From an optimization exercise on the open Yosys and OpenROAD flow, aimed at small area; shortcuts taken in it are not production practice.
In this exercise RTL edits were held to simulation tests only and were not proved equivalent to the original.
Power and IR drop assume default switching activity.

==> flow/design.v (outline; a module is shown in full before it is edited, if it fits) <==
// module bfa: 4 lines
// module bha: 4 lines
// module ntt_mul23_csa: 1086 lines
// module ntt_add23_ci: 76 lines
// module ntt_sub23_ci: 78 lines
// module ntt_sub23_rc: 55 lines
// module ntt_add25_ci: 77 lines
// module ntt_mult_reduction: 226 lines
// module ntt_butterfly: 87 lines
// module ntt_butterfly2x2: 119 lines
// module ntt_bf2x2_top: 30 lines
module ntt_bf2x2_top (
    input  wire         clk,
    input  wire         reset_n,
    input  wire         zeroize,
    input  wire [2:0]   mode,
    input  wire         enable,
    input  wire [183:0] uvw_i,
    input  wire [275:0] pw_uvw_i,
    input  wire         accumulate,
    output wire [91:0]  uv_o,
    output wire [91:0]  pwo_uv_o,
    output wire         ready_o
);
  // ...
==> flow/run.sh <==
#!/bin/bash
# synth_recipe.tcl (not shown) runs the flow's synth.tcl, then flattens the netlist and writes it again
# the make line also repeats each setting of config.mk as NAME=value (left out here)
make -C /OpenROAD-flow-scripts/flow DESIGN_CONFIG=/design/flow/config.mk WORK_HOME=/design/flow/orfs CLKGATE_MAP_FILE= SYNTH_SCRIPT=/design/flow/synth_recipe.tcl finish
==> flow/config.mk <==
export PLATFORM = sky130hd
export DESIGN_NAME = ntt_bf2x2_top
export DESIGN_NICKNAME = ntt_bf2x2_top
export VERILOG_FILES = /design/flow/design.v
export SDC_FILE = /design/flow/constraint.sdc
export NUM_CORES = 4
export LEC_CHECK = 0
export CAP_MARGIN = 30
export CORE_MARGIN = 2
export CORE_UTILIZATION = 35
export CTS_BUF_LIST = sky130_fd_sc_hd__clkbuf_4 sky130_fd_sc_hd__clkbuf_8
export PLACE_DENSITY = 0.5
export SLEW_MARGIN = 30
export SYNTH_HIERARCHICAL = 1
==> flow/constraint.sdc <==
create_clock -name core_clock -period 11.0 [get_ports {clk}]
set_input_delay 2.2000 -clock core_clock [delete_from_list [all_inputs] [get_ports {clk}]]
set_output_delay 2.2000 -clock core_clock [all_outputs]
set_load 0.01 [all_outputs]
==> PnR_summary.wiki, run 1 <==
{| class="wikitable"
! Metric !! Value
|-
| Number of clock-tree buffers in the layout || 546
|-
| Reported combinational group power || 17.1 mW
|-
| Yosys warns || 9
|-
| GRT busiest layer || met2
|-
| Total of hold buffers inserted after clock tree synthesis || 0
|-
| Worst-Margin Slew || 1.091 ns
|-
| Detail Route met2 WL || 240,100 um
|-
| Sequential cell fraction of total power || 30.4%
|-
| Number of non-clock inverters in the layout || 810
|-
| Arrival time of the worst setup path || 10.77 ns
|-
| Count of maximum capacitance violations || 0
|-
| Post-CTS Setup Inserts || 0
|-
| Cell with the largest stage delay on the worst path || sky130_fd_sc_hd__dfstp_2
|-
| Average wire per cell in the routed design || 26.97 um
|-
| Required time of the critical path || 11.89 ns
|-
| Worst setup slack after placement || 1.183 ns
|-
| Sequential group power || 11.1 mW
|-
| Most common cell after layout, fill and taps aside || sky130_fd_sc_hd__fa_1
|-
| RSZ-0062 raised after global routing || no
|-
| Tapcell count || 5,640
|-
| Largest voltage drop on the vdd net || 0.0002753 V
|-
| Final-layout non-clock buffer area share || 5.397%
|-
| Die boundary width || 654.7 um
|-
| Pint || 21.35 mW
|-
| Crit path max fanout || 46
|-
| HPWL Detailed || 417,200 um
|-
| Area overhead of the layout relative to synthesis || 10.75%
|-
| Start point of the critical path || u_bf2x2.zf[1]
|-
| Met3 wirelength from detailed routing || 34,940 um
|-
| Run status || timing/DRC/antenna clean
|-
| Final count of negative-setup-slack endpoints || 0
|-
| CTS resizes || 0
|-
| Clk_skew || 0.1098 ns
|-
| Initial cell density of the core || 35.22%
|-
| DR top layer || met5
|-
| Period utilization || 89.80%
|-
| Pwr per Cell Area || 223.4 mW/mm^2
|-
| Share of final layout cell area taken by clock buffers and inverters || 5.261%
|-
| Post-Place Cell Area || 0.1552 mm^2
|-
| Fraction of final layout cells sized beyond drive strength 1 || 9.314%
|-
| Final hold violations || 0
|-
| Maximum number of pins on one net before global-route repair || 102
|}
==> inputs of run 2 (changes only) <==
--- a/flow/config.mk
+++ b/flow/config.mk
@@ -8,7 +8,6 @@
 export CAP_MARGIN = 30
 export CORE_MARGIN = 2
 export CORE_UTILIZATION = 35
-export CTS_BUF_LIST = sky130_fd_sc_hd__clkbuf_4 sky130_fd_sc_hd__clkbuf_8
 export PLACE_DENSITY = 0.5
 export SLEW_MARGIN = 30
 export SYNTH_HIERARCHICAL = 1
==> PnR_summary.wiki, run 2 <==
{| class="wikitable"
! Metric !! Value
|-
| Fraction of final layout cells sized beyond drive strength 1 || 7.572% (was 9.314%)
|-
| Cell with the largest stage delay on the worst path || sky130_fd_sc_hd__dfstp_2 (unchanged)
|-
| Run status || timing/DRC/antenna clean (unchanged)
|-
| Crit path max fanout || 46 (unchanged)
|-
| Register area || 0.04270 mm^2 (unchanged)
|-
| Number of cells in the finished layout apart from fillers || 19,060 (was 19,300)
|-
| Count of maximum capacitance violations || 0 (unchanged)
|-
| Pwr per Cell Area || 224.8 mW/mm^2 (was 223.4 mW/mm^2)
|-
| Total design power || 36.87 mW (was 36.67 mW)
|-
| Final slew viol count || 0 (unchanged)
|-
| Sinks on Clock Net || 2,128 (unchanged)
|-
| Post-CTS Setup Inserts || 0 (unchanged)
|-
| Aggregate global-route resource usage || 24.05% (was 24.12%)
|-
| CTS resizes || 0 (unchanged)
|-
| Start point of the worst min-delay path || u_bf2x2.bf_inst00.h1[4] (was u_bf2x2.bf_inst00.h2[0])
|-
| R2r worst-path depth || 23 (was 22)
|-
| Number of levels in the clock H-tree || 4 (was 5)
|-
| Upper clock frequency limit || 101.0 MHz (was 101.2 MHz)
|-
| Sum of negative setup slack || 0 ns (unchanged)
|-
| Shortest period the worst path allows || 9.900 ns (was 9.878 ns)
|-
| Worst R2R Setup Slack || 1.10 ns (was 1.12 ns)
|-
| Area overhead of the layout relative to synthesis || 10.65% (was 10.75%)
|-
| Synth Area per Inst || 11.42 um^2 (unchanged)
|-
| Count of buffer and inverter cells on the critical path || 3 (was 2)
|-
| Arrival time of the worst setup path || 10.66 ns (was 10.77 ns)
|-
| Leading cell types in the layout, fill and taps excluded || sky130_fd_sc_hd__fa_1 (2,632), sky130_fd_sc_hd__nand2_1 (2,451), sky130_fd_sc_hd__dfxtp_1 (2,105) (unchanged)
|-
| Source-to-sink clock delay at the later pin of the worst-skew pair || 0.98 ns (was 1.12 ns)
|-
| Startpoint-to-endpoint class of the critical path || reg2reg (unchanged)
|-
| Hold Path Cell Cnt || 0 (unchanged)
|-
| Setup crit start kind || flip-flop (unchanged)
|-
| Startpoint of the lowest-slack register-to-register path || u_bf2x2.zf[1] (unchanged)
|-
| Via count of the first global-routing pass || 101,500 (was 102,700)
|-
| Number of vias per cell || 5.098 (was 5.066)
|-
| Peak per-stage delay on the critical path || 0.68 ns (about the same)
|-
| Endpoint type of the worst setup path || flip-flop (unchanged)
|-
| Multi-input gate area || 0.09358 mm^2 (unchanged)
|-
| Clock transition at path regs || 0.07 ns (about the same)
|-
| Top delay family on crit path || adder cells (unchanged)
|-
| GRT overflow || 0 (unchanged)
|-
| Placeable Area || 0.4208 mm^2 (unchanged)
|-
| Initial DRC count || 8,886 (was 9,138)
|-
| Yosys warns || 9 (unchanged)
|-
| Post-Synthesis Cells || 12,980 (unchanged)
|-
| Total via count in the routed design || 97,160 (was 97,750)
|-
| Max transition margin || 27.21% (was 27.27%)
|-
| Endpoint of the worst hold path || u_bf2x2.bf_inst00.h2[4] (was u_bf2x2.bf_inst00.h3[0])
|-
| Post-detailed-route count of antenna-violating nets || 0 (unchanged)
|-
| Floorplan die area || 0.4287 mm^2 (unchanged)
|-
| Cell chain of the critical path || nor2b_4, buf_12, a222oi_1, inv_1, buf_4, nand2_1, fa_1, fa_1, fa_1, fa_1, fa_1, fa_1, fa_1, fa_1, fa_1, fa_1, fa_1, fa_1, fa_1, fa_1, fa_1, fa_1, fa_1 (was nor2b_4, buf_12, a222oi_1, inv_1, nand2_1, fa_1, fa_1, fa_1, fa_1, fa_1, fa_1, fa_1, fa_1, fa_1, fa_1, fa_1, fa_1, fa_1, fa_1, fa_1, fa_1, fa_1)
|-
| Maximum number of pins on one net before global-route repair || 102 (unchanged)
|-
| Leakage || 54.82 nW (was 55.23 nW)
|-
| Largest voltage drop on the vdd net || 0.0002746 V (was 0.0002753 V)
|-
| Final count of negative-setup-slack endpoints || 0 (unchanged)
|-
| HPWL Detailed || 417,200 um (unchanged)
|-
| Total of hold buffers inserted after clock tree synthesis || 0 (unchanged)
|-
| Most frequent CP cell || sky130_fd_sc_hd__fa_1 (unchanged)
|-
| Total Nets Final || 16,630 (was 16,770)
|-
| CTS tree || built (unchanged)
|-
| Die boundary width || 654.7 um (unchanged)
|-
| Average wire per cell in the routed design || 27.23 um (was 26.97 um)
|-
| Period utilization || 90.00% (was 89.80%)
|-
| Reg2Reg Capture Point || u_bf2x2.bf_inst00.u_mul.zn[32] (unchanged)
|-
| Finished Cell Area || 0.1640 mm^2 (was 0.1641 mm^2)
|-
| Post-Place Cell Area || 0.1552 mm^2 (unchanged)
|-
| Number of buffers inserted by port buffering || 652 (unchanged)
|-
| Die height || 654.7 um (unchanged)
|-
| Inst Count DP || 18,510 (unchanged)
|-
| Required time of the critical path || 11.76 ns (was 11.89 ns)
|-
| Worst hold path class || reg2reg (unchanged)
|-
| CTS Buf Count || 239 (was 375)
|-
| RSZ-0062 raised after global routing || no (unchanged)
|-
| Syn Std Cell Area || 0.1482 mm^2 (unchanged)
|-
| Final hold violations || 0 (unchanged)
|-
| Count of fill cells added during filler insertion || 40,920 (was 41,100)
|-
| I/O pins || 653 (unchanged)
|-
| Post-layout utilization of the core || 38.98% (was 39.01%)
|-
| Clk root buf || sky130_fd_sc_hd__clkbuf_16 (was sky130_fd_sc_hd__clkbuf_8)
|-
| Pre-Repair DR Iteration Count || 8 (was 9)
|-
| Maximum buffer depth of the clock tree || 4 (unchanged)
|-
| Antenna violations before repair || 32 (unchanged)
|-
| Wire length reported by the detailed router || 519,100 um (was 520,400 um)
|-
| Initial cell density of the core || 35.22% (unchanged)
|-
| Num rows || 238 (unchanged)
|-
| Worst-Margin Slew || 1.090 ns (was 1.091 ns)
|-
| Most common cell after layout, fill and taps aside || sky130_fd_sc_hd__fa_1 (unchanged)
|-
| Final weighted congestion in routability-driven placement || 0.9431 (unchanged)
|-
| Clk_skew || 0.09663 ns (was 0.1098 ns)
|-
| First-pass GRT wire length || 741,800 um (was 744,700 um)
|-
| Post-route DRC || 0 (unchanged)
|}
[run 2: how the worst max path moves through the flow]
stage	start	end	slack (ns)	cells past startpoint
global placement	u_bf2x2.bf_inst00.u_mul.res_o[0]	u_bf2x2.bf_inst00.sr_r[22]	1.21	24
detailed placement	u_bf2x2.bf_inst00.u_mul.res_o[0]	u_bf2x2.bf_inst00.sr_r[22]	1.18	24
finish	u_bf2x2.zf[1]	u_bf2x2.bf_inst00.u_mul.zn[32]	1.10	23
global route	u_bf2x2.zf[1]	u_bf2x2.bf_inst01.u_mul.zn[32]	0.85	22
CTS	u_bf2x2.zf[1]	u_bf2x2.bf_inst01.u_mul.zn[32]	1.12	22
floorplan	u_bf2x2.zf[1]	u_bf2x2.bf_inst00.u_mul.zn[32]	1.48	24
[run 2: per-layer routing]
| layer | vias up | track usage (%) | wire length (um) |
|---|---|---|---|
| li1 | 41960 | - | - |
| met1 | 50610 | 32.20 | 217800 |
| met2 | 3852 | 38.40 | 240600 |
| met3 | 748 | 3.636 | 34410 |
| met4 | 2 | 10.97 | 26280 |
| met5 | - | 0 | 13 |
[run 2: stage by stage]
step	setup slack, ns	hold WS (ns)
after detailed placement	1.183	0.3121
after CTS	1.116	0.2607
final	1.100	0.2411
after floorplan	1.483	0.3096
after global routing	0.8466	0.2691
after global placement	1.206	0.3096
[run 2: power by group]
group	internal [mW]	switching [mW]	leakage (nW)	total, mW
logic	7.07	10.0	32.9	17.1
clock network	5.01	3.61	4.10	8.63
registers	9.44	1.69	17.8	11.1
total	21.5	15.4	54.8	36.9
[run 2: area by class of cell]
cell class / instances / area share, %
clock inverters: 156 / 1.254
repair buffers: 940 / 5.402
diodes: 108 / 0.1648
flip-flops and latches: 2128 / 26.03
multi-input cells: 8994 / 57.06
clock buffers: 285 / 3.923
well taps: 5640 / 4.303
inverters: 810 / 1.854
[run 2: worst reg2reg max path, cell delays in order, from the launching register on]
cell and delay [ns]:
sky130_fd_sc_hd__dfstp_2 0.68, sky130_fd_sc_hd__nor2b_4 0.09, sky130_fd_sc_hd__buf_12 0.17, sky130_fd_sc_hd__a222oi_1 0.49, sky130_fd_sc_hd__inv_1 0.30, sky130_fd_sc_hd__buf_4 0.30
sky130_fd_sc_hd__nand2_1 0.11, sky130_fd_sc_hd__fa_1 0.44, sky130_fd_sc_hd__fa_1 0.51, sky130_fd_sc_hd__fa_1 0.53, sky130_fd_sc_hd__fa_1 0.48, sky130_fd_sc_hd__fa_1 0.59
sky130_fd_sc_hd__fa_1 0.46, sky130_fd_sc_hd__fa_1 0.48, sky130_fd_sc_hd__fa_1 0.43, sky130_fd_sc_hd__fa_1 0.40, sky130_fd_sc_hd__fa_1 0.39, sky130_fd_sc_hd__fa_1 0.42
sky130_fd_sc_hd__fa_1 0.41, sky130_fd_sc_hd__fa_1 0.39, sky130_fd_sc_hd__fa_1 0.40, sky130_fd_sc_hd__fa_1 0.39, sky130_fd_sc_hd__fa_1 0.39, sky130_fd_sc_hd__fa_1 0.44
==> inputs of run 3 (changes only) <==
--- a/flow/config.mk
+++ b/flow/config.mk
@@ -7,7 +7,9 @@
 export LEC_CHECK = 0
 export CAP_MARGIN = 30
 export CORE_MARGIN = 2
-export CORE_UTILIZATION = 35
-export PLACE_DENSITY = 0.5
+export CORE_UTILIZATION = 50
+export CTS_CLUSTER_DIAMETER = 100
+export CTS_CLUSTER_SIZE = 25
+export PLACE_DENSITY = 0.65
 export SLEW_MARGIN = 30
 export SYNTH_HIERARCHICAL = 1
==> PnR_summary.wiki, run 3 <==
{| class="wikitable"
! Metric !! Value
|-
| Number of buffers inserted by port buffering || 652 (unchanged)
|-
| Area overhead of the layout relative to synthesis || 5.766% (was 10.65%)
|-
| Post-Place Cell Area || 0.1528 mm^2 (was 0.1552 mm^2)
|-
| Max transition margin || 28.03% (was 27.21%)
|-
| Leakage || 52.41 nW (was 54.82 nW)
|-
| CTS tree || built (unchanged)
|-
| Initial DRC count || 10,810 (was 8,886)
|-
| Number of levels in the clock H-tree || 3 (was 4)
|-
| Crit path max fanout || 46 (unchanged)
|-
| Inst Count DP || 16,770 (was 18,510)
|-
| Via count of the first global-routing pass || 105,400 (was 101,500)
|-
| Finished Cell Area || 0.1568 mm^2 (was 0.1640 mm^2)
|-
| RSZ-0062 raised after global routing || no (unchanged)
|-
| Pre-Repair DR Iteration Count || 8 (unchanged)
|-
| Upper clock frequency limit || 99.99 MHz (was 101.0 MHz)
|-
| Maximum number of pins on one net before global-route repair || 135 (was 102)
|-
| Average wire per cell in the routed design || 28.56 um (was 27.23 um)
|-
| Maximum buffer depth of the clock tree || 4 (unchanged)
|-
| Clk_skew || 0.07001 ns (was 0.09663 ns)
|-
| Post-detailed-route count of antenna-violating nets || 0 (unchanged)
|-
| Most common cell after layout, fill and taps aside || sky130_fd_sc_hd__fa_1 (unchanged)
|-
| Endpoint type of the worst setup path || flip-flop (unchanged)
|-
| Sinks on Clock Net || 2,128 (unchanged)
|-
| CTS Buf Count || 118 (was 239)
|-
| First-pass GRT wire length || 705,600 um (was 741,800 um)
|-
| GRT overflow || 0 (unchanged)
|-
| Required time of the critical path || 11.79 ns (was 11.76 ns)
|-
| Synth Area per Inst || 11.42 um^2 (unchanged)
|-
| Fraction of final layout cells sized beyond drive strength 1 || 5.476% (was 7.572%)
|-
| Final count of negative-setup-slack endpoints || 0 (unchanged)
|-
| CTS resizes || 0 (unchanged)
|-
| Die height || 548.4 um (was 654.7 um)
|-
| Final hold violations || 0 (unchanged)
|-
| Pwr per Cell Area || 212.3 mW/mm^2 (was 224.8 mW/mm^2)
|-
| Die boundary width || 548.4 um (was 654.7 um)
|-
| Total via count in the routed design || 99,490 (was 97,160)
|-
| Count of maximum capacitance violations || 0 (unchanged)
|-
| Yosys warns || 9 (unchanged)
|-
| Worst-Margin Slew || 1.068 ns (was 1.090 ns)
|-
| Initial cell density of the core || 50.36% (was 35.22%)
|-
| I/O pins || 653 (unchanged)
|-
| Arrival time of the worst setup path || 10.79 ns (was 10.66 ns)
|-
| Number of vias per cell || 5.857 (was 5.098)
|-
| Startpoint-to-endpoint class of the critical path || reg2reg (unchanged)
|-
| Post-Synthesis Cells || 12,980 (unchanged)
|-
| Total of hold buffers inserted after clock tree synthesis || 0 (unchanged)
|-
| Leading cell types in the layout, fill and taps excluded || sky130_fd_sc_hd__fa_1 (2,632), sky130_fd_sc_hd__nand2_1 (2,451), sky130_fd_sc_hd__dfxtp_1 (2,112) (was sky130_fd_sc_hd__fa_1 (2,632), sky130_fd_sc_hd__nand2_1 (2,451), sky130_fd_sc_hd__dfxtp_1 (2,105))
|-
| Largest voltage drop on the vdd net || 0.0002222 V (was 0.0002746 V)
|-
| Aggregate global-route resource usage || 32.10% (was 24.05%)
|-
| Syn Std Cell Area || 0.1482 mm^2 (unchanged)
|-
| Shortest period the worst path allows || 10.00 ns (was 9.900 ns)
|-
| Num rows || 199 (was 238)
|-
| Antenna violations before repair || 41 (was 32)
|-
| Floorplan die area || 0.3008 mm^2 (was 0.4287 mm^2)
|-
| Wire length reported by the detailed router || 485,100 um (was 519,100 um)
|-
| Post-CTS Setup Inserts || 0 (unchanged)
|-
| Sum of negative setup slack || 0 ns (unchanged)
|-
| Clock transition at path regs || 0.10 ns (was 0.07 ns)
|-
| Source-to-sink clock delay at the later pin of the worst-skew pair || 0.94 ns (was 0.98 ns)
|-
| Number of cells in the finished layout apart from fillers || 16,990 (was 19,060)
|-
| Setup crit start kind || flip-flop (unchanged)
|-
| Post-route DRC || 0 (unchanged)
|-
| Total Nets Final || 16,490 (was 16,630)
|-
| Run status || timing/DRC/antenna clean (unchanged)
|-
| HPWL Detailed || 390,700 um (was 417,200 um)
|-
| Final weighted congestion in routability-driven placement || 1.018 (was 0.9431)
|-
| Clk root buf || sky130_fd_sc_hd__clkbuf_16 (unchanged)
|-
| Worst hold path class || reg2reg (unchanged)
|-
| Period utilization || 90.91% (was 90.00%)
|-
| Placeable Area || 0.2943 mm^2 (was 0.4208 mm^2)
|-
| Final slew viol count || 0 (unchanged)
|}
==> run 3: final cells by class <==
type / count / area, um^2
fill: 25420 / 137600
multi-input combinational: 8994 / 93550
sequential: 2128 / 42680
timing repair buffer: 920 / 8683
tap: 3919 / 4903
clock buffer: 127 / 3058
inverter: 810 / 3040
clock inverter: 41 / 713.2
antenna: 49 / 122.6
==> run 3: through the flow <==
stage	total power, mW	util, %	setup slack [ns]	hold WS (ns)
after CTS	33.29	53.21	1.001	0.3072
after global routing	35.68	53.24	0.7227	0.3173
after detailed placement	28.22	51.93	1.053	0.3121
final	33.27	53.26	0.9994	0.3090
after floorplan	23.77	-	1.483	0.3096
after global placement	27.81	51.92	1.183	0.3098
==> run 3: per-layer routing <==
metal / GRT usage, % / vias to the layer above / share of wire (%)
li1: - / 41440 / -
met1: 41.17 / 51280 / 39
met2: 50.68 / 5650 / 46
met3: 7.639 / 1105 / 9.7
met4: 16.67 / 16 / 5.8
met5: 0 / - / 0.026
==> run 3: worst paths after layout <==
path	start	endpoint	slack (ns)	depth (start not counted)
min in group asynchronous	reset_n	u_bf2x2.ready_reg[9]	1.78	1
worst max-delay path	u_bf2x2.zf[1]	u_bf2x2.bf_inst11.u_mul.zn[32]	1.0	22
worst min-delay path	u_bf2x2.bf_inst10.u2[20]	u_bf2x2.bf_inst10.u3[20]	0.31	0
worst max register to register	u_bf2x2.zf[1]	u_bf2x2.bf_inst11.u_mul.zn[32]	1.0	22
worst min register to register	u_bf2x2.bf_inst10.u2[20]	u_bf2x2.bf_inst10.u3[20]	0.31	0
max in group asynchronous	reset_n	u_bf2x2.ready_reg[1]	8.68	1
==> run 3: power by group <==
group | switching, mW | internal (mW)
logic | 10.1 | 7.01
clock network | 2.82 | 2.17
registers | 1.74 | 9.43
total | 14.7 | 18.6
==> run 3: critical path, stage by stage (launching register included) <==
cell and delay, ns:
sky130_fd_sc_hd__dfstp_2 0.45, sky130_fd_sc_hd__nor2b_4 0.39, sky130_fd_sc_hd__buf_12 0.33, sky130_fd_sc_hd__a222oi_1 0.16, sky130_fd_sc_hd__inv_1 0.62, sky130_fd_sc_hd__nand2_1 0.17
sky130_fd_sc_hd__fa_1 0.55, sky130_fd_sc_hd__fa_1 0.57, sky130_fd_sc_hd__fa_1 0.45, sky130_fd_sc_hd__fa_1 0.53, sky130_fd_sc_hd__fa_1 0.53, sky130_fd_sc_hd__fa_1 0.52
sky130_fd_sc_hd__fa_1 0.52, sky130_fd_sc_hd__fa_1 0.44, sky130_fd_sc_hd__fa_1 0.38, sky130_fd_sc_hd__fa_1 0.39, sky130_fd_sc_hd__fa_1 0.39, sky130_fd_sc_hd__fa_1 0.40
sky130_fd_sc_hd__fa_1 0.43, sky130_fd_sc_hd__fa_1 0.41, sky130_fd_sc_hd__fa_1 0.39, sky130_fd_sc_hd__fa_1 0.40, sky130_fd_sc_hd__fa_1 0.43
==> inputs of run 4 (changes only) <==
==> flow/flow/run.sh (new file) <==
#!/bin/bash
# The standard layout (the standard.sh, standard synthesis included), with
# one change: the input and output ports are buffered with the smallest
# buffer cell instead of the default delay-buffer cell. Timing repair later
# resizes any port buffer that needs more drive.
set -euo pipefail
export BUFFER_PORTS_ARGS="-buffer_cell sky130_fd_sc_hd__buf_1"
# make's own output; each ORFS step also writes its full log under orfs/logs/
bash standard.sh > standard_make.log 2>&1
==> flow/standard.sh (new file) <==
#!/bin/bash
# synth_recipe.tcl (not shown) runs the flow's synth.tcl, then flattens the netlist and writes it again
# the make line also repeats each setting of config.mk as NAME=value (left out here)
make -C /OpenROAD-flow-scripts/flow DESIGN_CONFIG=/design/flow/config.mk WORK_HOME=/design/flow/orfs CLKGATE_MAP_FILE= SYNTH_SCRIPT=/design/flow/synth_recipe.tcl "${@:-finish}"
--- a/flow/config.mk
+++ b/flow/config.mk
@@ -7,9 +7,9 @@
 export LEC_CHECK = 0
 export CAP_MARGIN = 30
 export CORE_MARGIN = 2
-export CORE_UTILIZATION = 50
+export CORE_UTILIZATION = 60
 export CTS_CLUSTER_DIAMETER = 100
 export CTS_CLUSTER_SIZE = 25
-export PLACE_DENSITY = 0.65
+export PLACE_DENSITY = 0.75
 export SLEW_MARGIN = 30
 export SYNTH_HIERARCHICAL = 1
removed: flow/run.sh
==> PnR_summary.wiki, run 4 <==
{| class="wikitable"
! Metric !! Value
|-
| Run status || timing/DRC/antenna clean (unchanged)
|-
| Placeable Area || 0.2457 mm^2 (was 0.2943 mm^2)
|-
| Net switching power || 14.55 mW (was 14.67 mW)
|-
| Pre-Repair DR Iteration Count || 12 (was 8)
|-
| Hold Path Cell Cnt || 0 (unchanged)
|-
| Startpoint-to-endpoint class of the critical path || reg2reg (unchanged)
|-
| Cell with the largest stage delay on the worst path || sky130_fd_sc_hd__fa_1 (was sky130_fd_sc_hd__inv_1)
|-
| Average wire per cell in the routed design || 29.11 um (was 28.56 um)
|-
| Syn Std Cell Area || 0.1482 mm^2 (unchanged)
|-
| Detailed-route wire length on metal 1 || 168,500 um (was 187,100 um)
|-
| Antenna violations before repair || 20 (was 41)
|-
| Initial cell density of the core || 60.32% (was 50.36%)
|-
| RSZ-0062 raised after global routing || no (unchanged)
|-
| Max transition margin || 28.86% (was 28.03%)
|-
| Leakage || 50.59 nW (was 52.41 nW)
|-
| Final count of negative-setup-slack endpoints || 0 (unchanged)
|-
| Yosys warns || 9 (unchanged)
|-
| Start point of the worst min-delay path || u_bf2x2.bf_inst01.w3[16] (was u_bf2x2.bf_inst10.u2[20])
|-
| Number of cells in the finished layout apart from fillers || 16,260 (was 16,990)
|-
| Largest voltage drop on the vdd net || 0.0003105 V (was 0.0002222 V)
|-
| Hold slack || 0.3118 ns (was 0.3090 ns)
|-
| Arrival time of the worst setup path || 10.81 ns (was 10.79 ns)
|-
| Post-CTS Setup Inserts || 0 (unchanged)
|-
| Total of hold buffers inserted after clock tree synthesis || 0 (unchanged)
|-
| CTS tree || built (unchanged)
|-
| CTS resizes || 0 (unchanged)
|-
| Switching share of power || 44.24% (was 44.09%)
|-
| CTS Buf Count || 110 (was 118)
|-
| Count of maximum capacitance violations || 0 (unchanged)
|-
| Aggregate global-route resource usage || 37.72% (was 32.10%)
|-
| Sequential cell fraction of total power || 33.7% (was 33.6%)
|-
| Required time of the critical path || 11.67 ns (was 11.79 ns)
|-
| Number of buffers inserted by port buffering || 652 (unchanged)
|-
| Sinks on Clock Net || 2,128 (unchanged)
|-
| Wire length reported by the detailed router || 473,300 um (was 485,100 um)
|-
| Most frequent CP cell || sky130_fd_sc_hd__fa_1 (unchanged)
|-
| Pwr per Cell Area || 217.3 mW/mm^2 (was 212.3 mW/mm^2)
|-
| Pint || 18.35 mW (was 18.60 mW)
|-
| Clock share of power || 14.5% (was 15.0%)
|-
| Synth Area per Inst || 11.42 um^2 (unchanged)
|-
| Maximum number of pins on one net before global-route repair || 93 (was 135)
|-
| Post-detailed-route count of antenna-violating nets || 0 (unchanged)
|-
| Endpoint of the worst hold path || u_bf2x2.bf_inst01.w4[16] (was u_bf2x2.bf_inst10.u3[20])
|-
| Maximum buffer depth of the clock tree || 3 (was 4)
|-
| Worst hold path class || reg2reg (unchanged)
|-
| Fraction of final layout cells sized beyond drive strength 1 || 5.432% (was 5.476%)
|-
| HPWL Detailed || 376,600 um (was 390,700 um)
|-
| Final hold violations || 0 (unchanged)
|-
| Met3 wirelength from detailed routing || 54,520 um (was 47,190 um)
|-
| Shortest period the worst path allows || 10.14 ns (was 10.00 ns)
|-
| Sum of negative setup slack || 0 ns (unchanged)
|-
| Num rows || 182 (was 199)
|-
| Reg2Reg Capture Point || u_bf2x2.bf_inst11.u_mul.zn[32] (unchanged)
|-
| Number of vias per cell || 6.156 (was 5.857)
|-
| Period utilization || 92.21% (was 90.91%)
|-
| Number of levels in the clock H-tree || 3 (unchanged)
|-
| Initial DRC count || 11,470 (was 10,810)
|-
| Crit path max fanout || 46 (unchanged)
|-
| Total via count in the routed design || 100,100 (was 99,490)
|-
| Detail Route met2 WL || 210,400 um (was 222,400 um)
|-
| Most common cell after layout, fill and taps aside || sky130_fd_sc_hd__fa_1 (unchanged)
|-
| Worst R2R Setup Slack || 0.86 ns (was 1.0 ns)
|-
| Endpoint type of the worst setup path || flip-flop (unchanged)
|-
| Cell chain of the critical path || nor2b_4, buf_4, a222oi_1, inv_1, buf_4, nand2_1, fa_1, fa_1, fa_1, fa_1, fa_1, fa_1, fa_1, fa_1, fa_1, fa_1, fa_1, fa_1, fa_1, fa_1, fa_1, fa_1, fa_1 (was nor2b_4, buf_12, a222oi_1, inv_1, nand2_1, fa_1, fa_1, fa_1, fa_1, fa_1, fa_1, fa_1, fa_1, fa_1, fa_1, fa_1, fa_1, fa_1, fa_1, fa_1, fa_1, fa_1)
|-
| Post-layout utilization of the core || 61.62% (was 53.26%)
|-
| DR top layer || met5 (unchanged)
|-
| Die height || 501 um (was 548.4 um)
|-
| Startpoint of the lowest-slack register-to-register path || u_bf2x2.zf[1] (unchanged)
|-
| Floorplan die area || 0.2510 mm^2 (was 0.3008 mm^2)
|-
| Via count of the first global-routing pass || 106,000 (was 105,400)
|-
| Peak per-stage delay on the critical path || 0.57 ns (was 0.62 ns)
|-
| I/O pins || 653 (unchanged)
|-
| Die boundary width || 501 um (was 548.4 um)
|-
| Total design power || 32.90 mW (was 33.27 mW)
|-
| Setup crit start kind || flip-flop (unchanged)
|-
| Post-Synthesis Cells || 12,980 (unchanged)
|-
| Post-route DRC || 0 (unchanged)
|-
| Part of the power in combinational logic || 51.8% (was 51.4%)
|-
| Clk_skew || 0.06436 ns (was 0.07001 ns)
|-
| Worst-Margin Slew || 1.066 ns (was 1.068 ns)
|-
| Upper clock frequency limit || 98.59 MHz (was 99.99 MHz)
|-
| Final weighted congestion in routability-driven placement || 1.047 (was 1.018)
|-
| Total Nets Final || 16,480 (was 16,490)
|-
| R2r worst-path depth || 23 (was 22)
|-
| Leading cell types in the layout, fill and taps excluded || sky130_fd_sc_hd__fa_1 (2,632), sky130_fd_sc_hd__nand2_1 (2,451), sky130_fd_sc_hd__dfxtp_1 (2,111) (was sky130_fd_sc_hd__fa_1 (2,632), sky130_fd_sc_hd__nand2_1 (2,451), sky130_fd_sc_hd__dfxtp_1 (2,112))
|-
| Source-to-sink clock delay at the later pin of the worst-skew pair || 0.85 ns (was 0.94 ns)
|-
| Clock transition at path regs || 0.10 ns (about the same)
|-
| Inst Count DP || 16,070 (was 16,770)
|-
| First-pass GRT wire length || 691,900 um (was 705,600 um)
|-
| GRT overflow || 0 (unchanged)
|-
| Final slew viol count || 0 (unchanged)
|-
| Clk root buf || sky130_fd_sc_hd__clkbuf_16 (unchanged)
|-
| Area overhead of the layout relative to synthesis || 2.165% (was 5.766%)
|}
==> run 4: cell types whose count changed in the layout (fill, tap and decap cells not counted), moves of 3 or more <==
cell and change:
sky130_fd_sc_hd__buf_1 +651, sky130_fd_sc_hd__o21ai_1 -5, sky130_fd_sc_hd__clkdlybuf4s50_1 -652, sky130_fd_sc_hd__clkbuf_16 -6, sky130_fd_sc_hd__buf_4 +7, sky130_fd_sc_hd__clkbuf_1 +5, sky130_fd_sc_hd__inv_6 -3, sky130_fd_sc_hd__buf_12 -4
sky130_fd_sc_hd__clkinv_16 -3, sky130_fd_sc_hd__diode_2 -25, sky130_fd_sc_hd__o21ai_0 +5
==> run 4: worst max path at each step <==
stage,start,end,slack [ns],depth (start not counted)
CTS,u_bf2x2.zf[1],u_bf2x2.bf_inst10.u_mul.zn[32],0.95,23
global route,u_bf2x2.zf[1],u_bf2x2.bf_inst10.u_mul.zn[32],0.65,23
detailed placement,u_bf2x2.zf[1],u_bf2x2.bf_inst10.u_mul.zn[32],0.96,23
finish,u_bf2x2.zf[1],u_bf2x2.bf_inst11.u_mul.zn[32],0.86,23
floorplan,u_bf2x2.zf[1],u_bf2x2.bf_inst00.u_mul.zn[32],1.48,24
global placement,u_bf2x2.zf[1],u_bf2x2.bf_inst10.u_mul.zn[32],1.05,23
==> run 4: through the flow <==
stage | cell area [um^2] | setup WS [ns]
3_3_place_gp | 147800 | 1.054
3_5_place_dp | 147800 | 0.9605
2_1_floorplan | 148900 | 1.483
5_1_grt | 151400 | 0.6472
4_1_cts | 151300 | 0.9450
6_report | 151400 | 0.8566
==> run 4: layer usage <==
layer  vias to the layer above  track usage [%]
met5                         -                0
met2                      6489            57.30
met4                         8            25.54
met3                      1516            11.02
li1                      41380                -
met1                     50710            46.77
==> run 4: worst max-delay path: cells and delay by family (launching register included) <==
kind | cells | cell delay (ns)
simple gates | 2 | 0.23
buf+inv | 3 | 1.37
compound gates | 1 | 0.17
flops | 1 | 0.46
fa+ha+maj | 17 | 7.73
==> run 4: area by class of cell <==
cell class	instances	area (um^2)
Tap cell	3220	4029
Clock buffer	125	2913
Sequential cell	2128	42680
Clock inverter	38	575.6
Timing Repair Buffer	921	4556
Fill cell	19540	94290
Inverter	810	3040
Multi-Input combinational cell	8994	93560
Antenna cell	24	60.06
==> run 4: power by group through the flow <==
stage / combinational, mW / sequential (mW) / clock (mW)
after global placement: 16.3 / 11.1 / 0
after CTS: 17.0 / 11.0 / 4.81
after floorplan: 13.5 / 10.3 / 0
after global routing: 19.0 / 11.2 / 5.07
final: 17.1 / 11.1 / 4.77
after detailed placement: 16.8 / 11.2 / 0

-- what the ideal ports hide --
The results above use ideal ports. As a check the final layouts listed here were re-extracted and re-timed, cells and wires unchanged.
Step 1 sets driving cells, clkbuf_16 on the clock port and buf_2 on the other inputs (assumed; they add their load-dependent delay and slew).
Step 2 also shifts input and output timing later by t, the mid clock arrival at the registers, as if the neighbouring blocks saw the same clock.
Slacks: no drivers / after step 1 / after step 2; pairs: no drivers / after step 1.
run | t, ns | setup slack, ns | worst hold slack (ns) | worst setup path at the end | clock arrival spread, ns
run 1 | 1.171 | 1.122 / 1.122 / 1.122 | 0.247 / 0.247 / 0.247 | register to register | 0.118 / 0.119
run 2 | 1.046 | 1.100 / 1.100 / 1.100 | 0.241 / 0.241 / 0.241 | register to register | 0.101 / 0.102
run 3 | 1.012 | 0.999 / 0.999 / 0.999 | 0.309 / 0.309 / 0.309 | register to register | 0.073 / 0.072
run 4 | 0.920 | 0.857 / 0.857 / 0.857 | 0.312 / 0.312 / 0.312 | register to register | 0.070 / 0.070
After both steps every run listed still meets setup and hold.
